What follows belongs to an exercise in optimizing a design on an open flow for small area and a short achievable clock period; a production flow would make more cautious choices. Where RTL was checked, it was by simulation tests only, not by an equivalence proof against the original. No activity file was given, so power comes from the tool's default toggle rates.

## run a
## FIR
module FIR (
	input  wire        rst_n,
	input  wire        CLK,
	input  wire [15:0] sample_in,
	input  wire        En_FIR,
	output wire [31:0] sample_out
);
reg  [15:0] x0;
wire [15:0] d0;
reg  [15:0] x1;
wire [15:0] d1;
reg  [15:0] x2;
wire [15:0] d2;
reg  [15:0] x3;
wire [15:0] d3;
reg  [15:0] x4;
wire [15:0] d4;
reg  [15:0] x5;
wire [15:0] d5;
reg  [15:0] x6;
wire [15:0] d6;
reg  [15:0] x7;
wire [15:0] d7;
reg  [15:0] x8;
wire [15:0] d8;
reg  [15:0] x9;
wire [15:0] d9;
reg  [15:0] x10;
wire [15:0] d10;
reg  [15:0] x11;
wire [15:0] d11;
reg  [15:0] x12;
wire [15:0] d12;
reg  [15:0] x13;
wire [15:0] d13;
reg  [15:0] x14;
wire [15:0] d14;
reg  [15:0] x15;
wire [15:0] d15;
reg  [15:0] x16;
wire [15:0] d16;
reg  [15:0] x17;
wire [15:0] d17;
reg  [15:0] x18;
wire [15:0] d18;
reg  [15:0] x19;
wire [15:0] d19;
reg  [15:0] x20;
wire [15:0] d20;
reg  [15:0] x21;
wire [15:0] d21;
reg  [15:0] x22;
wire [15:0] d22;
reg  [15:0] x23;
wire [15:0] d23;
reg  [15:0] x24;
wire [15:0] d24;
reg  [15:0] x25;
wire [15:0] d25;
reg  [15:0] x26;
wire [15:0] d26;
reg  [15:0] x27;
wire [15:0] d27;
reg  [15:0] x28;
wire [15:0] d28;
reg  [15:0] x29;
wire [15:0] d29;
reg  [15:0] x30;
wire [15:0] d30;
reg  [15:0] x31;
wire [15:0] d31;
reg  [15:0] x32;
wire [15:0] d32;
  ...
clock: 24.0 ns
lec_check: 0
cap_margin: 20
core_margin: 2
core_utilization: 55
place_density: 0.7
slew_margin: 20
synth_hierarchical: 1
standard.sh (not shown) runs the stock make flow with config.mk's settings and CLKGATE_MAP_FILE= SYNTH_SCRIPT=/design/flow/synth_recipe.tcl, a recipe that flattens the netlist after the stock synthesis.
==> flow/flow/run.sh <==
#!/bin/bash
# Own flow: the standard layout (standard.sh, unchanged synthesis), with
# timing repair aimed below the achieved period instead of the 24 ns clock,
# port buffers of a plain buffer cell, and a clock tree with larger sink
# clusters.  Each tool's output goes to its own log in this folder.
set -euo pipefail
export SETUP_SLACK_MARGIN=14.4
export BUFFER_PORTS_ARGS="-buffer_cell sky130_fd_sc_hd__buf_4"
export CTS_ARGS="-sink_clustering_enable -repair_clock_nets -buf_list sky130_fd_sc_hd__clkbuf_8 -sink_clustering_size 12 -sink_clustering_max_diameter 50 -dont_use_dummy_load"
bash standard.sh synth      > synth.log 2>&1
bash standard.sh floorplan  > floorplan.log 2>&1
bash standard.sh place      > place.log 2>&1
bash standard.sh cts        > cts.log 2>&1
bash standard.sh route      > route.log 2>&1
bash standard.sh finish     > finish.log 2>&1
#### Input delta (run b over run a)
diff --git a/flow/flow/run.sh b/flow/flow/run.sh
--- a/flow/flow/run.sh
+++ b/flow/flow/run.sh
@@ -7 +7 @@
-export SETUP_SLACK_MARGIN=14.4
+export SETUP_SLACK_MARGIN=14.05
==> comparison <==
Density: run b sparser than run a. Run b against run a; power is down slightly. Share of power burned in the clock network: run b and run a compared, higher one is run b. Total length of routed met3 wires was higher in the run labelled run a.
No functional check of the RTL was part of any run of this note.

---

FIR, a different RTL version from the one above (not shown whole).
For scale: ~1100 flip-flops, roughly 51 I/O pins.
export LEC_CHECK = 0
export CAP_MARGIN = 20
export CORE_MARGIN = 2
export CORE_UTILIZATION = 40
export SLEW_MARGIN = 20
export SYNTH_HIERARCHICAL = 1
create_clock -name core_clock -period 24.0 [get_ports {CLK}]
==> flow/flow/run.sh <==
#!/bin/bash
# Own flow: the standard layout (standard.sh, unchanged synthesis), with
# timing repair aimed below the achieved period instead of the 24 ns clock,
# and port buffers of a plain buffer cell.  Each tool's output goes to its
# own log in this folder.
set -euo pipefail
export SETUP_SLACK_MARGIN=14.4
export BUFFER_PORTS_ARGS="-buffer_cell sky130_fd_sc_hd__buf_4"
bash standard.sh synth      > synth.log 2>&1
bash standard.sh floorplan  > floorplan.log 2>&1
bash standard.sh place      > place.log 2>&1
bash standard.sh cts        > cts.log 2>&1
bash standard.sh route      > route.log 2>&1
bash standard.sh finish     > finish.log 2>&1
Change:
--- a/flow/flow/run.sh
+++ b/flow/flow/run.sh
@@ -7 +7 @@
-export SETUP_SLACK_MARGIN=14.4
+export SETUP_SLACK_MARGIN=14.0
Outcome: The changed run passed the timing, DRC and antenna checks. Total power barely changes. First-iteration DRC count went down by 0.59%. Utilization stays flat. Final cell count hardly moves. Worst setup slack barely changes. Count of clock-buffer cells in the layout stays the same. Final area stays flat. Register-to-register slack improved by 0.02 ns. Via count is about the same.
Change:
==> flow/run.sh (new file) <==
#!/bin/bash
# synth_recipe.tcl (not shown) runs the flow's synth.tcl, then flattens the netlist and writes it again
# the make line also repeats each setting of config.mk as NAME=value (left out here)
make -C /OpenROAD-flow-scripts/flow DESIGN_CONFIG=/design/flow/config.mk WORK_HOME=/design/flow/orfs CLKGATE_MAP_FILE= SYNTH_SCRIPT=/design/flow/synth_recipe.tcl finish
removed: flow/flow/run.sh
removed: flow/standard.sh
After rerunning:
- area after synthesis stays the same
- cell count is about the same
- via count goes down by 0.92%
- combinational power barely changes
- hold slack stays flat
- global-route usage hardly moves

---

FIR, a different RTL version from the one above (not shown whole).
Size in the first run: about 4,700 cells after synthesis, about 1,100 flip-flops, roughly 0.073 sq mm of cells after synthesis.
Settings: LEC_CHECK=0, CAP_MARGIN=20, CORE_MARGIN=2, CORE_UTILIZATION=55, PLACE_DENSITY=0.7, SLEW_MARGIN=20, SYNTH_HIERARCHICAL=1; clock period 24.0 ns.
==> flow/flow/run.sh <==
#!/bin/bash
# Own flow: the standard layout (standard.sh, unchanged synthesis), with
# timing repair aimed below the achieved period instead of the 24 ns clock,
# port buffers of a plain buffer cell, and a clock tree with larger sink
# clusters.  Each tool's output goes to its own log in this folder.
set -euo pipefail
export SETUP_SLACK_MARGIN=14.05
export BUFFER_PORTS_ARGS="-buffer_cell sky130_fd_sc_hd__buf_4"
export CTS_ARGS="-sink_clustering_enable -repair_clock_nets -buf_list {sky130_fd_sc_hd__clkbuf_4 sky130_fd_sc_hd__clkbuf_8} -sink_clustering_size 10 -sink_clustering_max_diameter 35 -dont_use_dummy_load"
bash standard.sh synth      > synth.log 2>&1
bash standard.sh floorplan  > floorplan.log 2>&1
bash standard.sh place      > place.log 2>&1
bash standard.sh cts        > cts.log 2>&1
bash standard.sh route      > route.log 2>&1
bash standard.sh finish     > finish.log 2>&1
The starting point completed with no timing, DRC or antenna violations.
Next try:
--- a/flow/flow/run.sh
+++ b/flow/flow/run.sh
@@ -9 +9 @@
-export CTS_ARGS="-sink_clustering_enable -repair_clock_nets -buf_list {sky130_fd_sc_hd__clkbuf_4 sky130_fd_sc_hd__clkbuf_8} -sink_clustering_size 10 -sink_clustering_max_diameter 35 -dont_use_dummy_load"
+export CTS_ARGS="-sink_clustering_enable -repair_clock_nets -buf_list {sky130_fd_sc_hd__clkbuf_2 sky130_fd_sc_hd__clkbuf_4} -sink_clustering_size 8 -sink_clustering_max_diameter 35 -dont_use_dummy_load"
After rerunning: Power goes down by 6.3%; via count came out higher by 0.76%; area after synthesis does not change; global-route usage hardly moves; wire length barely changes; core utilization decreases by 0.78 points; final cell count barely changes.
Next try:
--- a/flow/flow/run.sh
+++ b/flow/flow/run.sh
@@ -9 +9 @@
-export CTS_ARGS="-sink_clustering_enable -repair_clock_nets -buf_list {sky130_fd_sc_hd__clkbuf_2 sky130_fd_sc_hd__clkbuf_4} -sink_clustering_size 8 -sink_clustering_max_diameter 35 -dont_use_dummy_load"
+export CTS_ARGS="-sink_clustering_enable -repair_clock_nets -buf_list sky130_fd_sc_hd__clkbuf_4 -sink_clustering_size 10 -sink_clustering_max_diameter 35 -dont_use_dummy_load"
Settings changed: CORE_UTILIZATION 55 to 60, PLACE_DENSITY 0.7 to 0.75.
=> The new run produced a clean layout. Final cell count drops by 2.1%. Via count climbs by 0.91%. Synthesized area is unchanged. Worst setup slack loses 5.7 ps. Utilization climbs by 5.0 points. Combinational power hardly moves. Power drops by 1.3%. Wire length climbs by 2.6%. Count of clock-buffer cells in the layout drops by 21. Clock skew drops by 36 ps.
Next try:
Settings changed: CORE_UTILIZATION 60 to 55, PLACE_DENSITY 0.75 to 0.6.
The new run went through all stages and came out clean.
Via count is lower slightly.
Wire length is lower by a few percent.
Worst setup slack gets better by 8.6 ps.
Total power hardly moves.
Sequential share of layout area hardly moves.
Global-route usage is lower by 4.6 points.
Clock power is higher by a few percent.
Clock-buffer cell count is higher by 9.
Combinational power is about the same.
Sequential power stays flat.
Cell count is higher by a few percent.
Next try:
Settings changed: PLACE_DENSITY 0.6 to 0.7.
=> Power climbs by 0.88%; setup slack is worse by 7.7 ps; die area does not change; final cell count stays flat; register-to-register slack is worse by 70 ps; fmax hardly moves; clock-buffer cell count drops by 2.

---

FIR, a different RTL version from the one above (not shown whole).
Size in the first run: ~4900 cells after synthesis, about 1100 flip-flops, ~51 I/O pins.
clock: 24.0 ns
lec_check: 0
cap_margin: 20
core_margin: 2
core_utilization: 55
place_density: 0.7
slew_margin: 20
synth_hierarchical: 1
==> flow/flow/run.sh <==
#!/bin/bash
# Own flow: the standard layout (standard.sh, unchanged synthesis), with
# timing repair aimed below the achieved period instead of the 24 ns clock,
# port buffers of a plain buffer cell, and a clock tree with larger sink
# clusters.  Each tool's output goes to its own log in this folder.
set -euo pipefail
export SETUP_SLACK_MARGIN=14.05
export BUFFER_PORTS_ARGS="-buffer_cell sky130_fd_sc_hd__buf_4"
export CTS_ARGS="-sink_clustering_enable -repair_clock_nets -buf_list sky130_fd_sc_hd__clkbuf_4 -sink_clustering_size 10 -sink_clustering_max_diameter 35 -dont_use_dummy_load"
bash standard.sh synth      > synth.log 2>&1
bash standard.sh floorplan  > floorplan.log 2>&1
bash standard.sh place      > place.log 2>&1
bash standard.sh cts        > cts.log 2>&1
bash standard.sh route      > route.log 2>&1
bash standard.sh finish     > finish.log 2>&1
The first run went through all stages and came out clean.
Rerun with:
--- a/flow/flow/run.sh
+++ b/flow/flow/run.sh
@@ -8,3 +8,3 @@
 export BUFFER_PORTS_ARGS="-buffer_cell sky130_fd_sc_hd__buf_4"
-export CTS_ARGS="-sink_clustering_enable -repair_clock_nets -buf_list sky130_fd_sc_hd__clkbuf_4 -sink_clustering_size 10 -sink_clustering_max_diameter 35 -dont_use_dummy_load"
+export CTS_ARGS="-sink_clustering_enable -repair_clock_nets -buf_list sky130_fd_sc_hd__clkbuf_8 -sink_clustering_size 12 -sink_clustering_max_diameter 50 -dont_use_dummy_load"
 bash standard.sh synth      > synth.log 2>&1
Settings changed: CORE_UTILIZATION 55 to 70, PLACE_DENSITY 0.7 to 0.8.
After rerunning: The new run produced a clean layout; wire length rose by 4.1%; hold slack is better by 16 ps; total power rose by about 5%; worst setup slack hardly moves; combinational power rose by 8.3%.
Rerun with:
--- a/flow/flow/run.sh
+++ b/flow/flow/run.sh
@@ -8,3 +8,3 @@
 export BUFFER_PORTS_ARGS="-buffer_cell sky130_fd_sc_hd__buf_4"
-export CTS_ARGS="-sink_clustering_enable -repair_clock_nets -buf_list sky130_fd_sc_hd__clkbuf_8 -sink_clustering_size 12 -sink_clustering_max_diameter 50 -dont_use_dummy_load"
+export CTS_ARGS="-sink_clustering_enable -repair_clock_nets -buf_list sky130_fd_sc_hd__clkbuf_4 -sink_clustering_size 10 -sink_clustering_max_diameter 50 -dont_use_dummy_load"
 bash standard.sh synth      > synth.log 2>&1
Settings changed: CORE_UTILIZATION 70 to 55, PLACE_DENSITY 0.8 to 0.7.
Effect: Combinational power falls by 8.5%; clock power falls by about 20%; die area rises by 27%.

-- port drivers added, routing unchanged --
The flow's constraints put no driver on any port. The routed layouts listed below were extracted and timed again, unchanged, in two steps.
Step 1 sets driving cells, clkbuf_16 on the clock port and buf_2 on the other inputs (assumed; they add their load-dependent delay and slew).
Step 2 times the ports against the registers' clock, not the clock port: input delays grow and output delays shrink by t, the midpoint of the rising clock arrivals with the driver on.
Slacks: no drivers / after step 1 / after step 2; pairs: no drivers / after step 1.
run | t (ns) | slack for setup (ns) | slew at the worst register clock pin (ns)
run a | 0.905 | 13.995 / 13.629 / 13.629 | 0.09 / 0.09
run b | 0.910 | 13.994 / 13.628 / 13.628 | 0.09 / 0.09
the first run of note 2 | 0.877 | 13.981 / 13.625 / 13.625 | 0.08 / 0.08
the second run of note 2 | 0.881 | 13.980 / 13.624 / 13.195 | 0.08 / 0.08
the third run of note 2 | 0.857 | 12.897 / 12.871 / 12.871 | 0.07 / 0.07
the first run of note 3 | 0.936 | 14.000 / 13.646 / 13.646 | 0.07 / 0.07
the second run of note 3 | 1.216 | 14.000 / 13.635 / 13.635 | 0.10 / 0.10
the third run of note 3 | 1.222 | 13.995 / 13.661 / 13.661 | 0.11 / 0.11
the fourth run of note 3 | 1.200 | 14.003 / 13.562 / 13.272 | 0.11 / 0.11
the fifth run of note 3 | 1.236 | 13.996 / 13.644 / 13.644 | 0.11 / 0.11
the first run of note 4 | 1.250 | 14.007 / 13.670 / 13.316 | 0.11 / 0.11
the second run of note 4 | 0.869 | 14.004 / 13.605 / 13.605 | 0.09 / 0.09
the third run of note 4 | 1.192 | 14.003 / 13.665 / 13.511 | 0.12 / 0.12
After both steps every run listed still meets setup and hold. The setup slack of the second run of note 2, which loses most, moves by -0.356 ns with the drivers and by -0.785 ns with both steps.
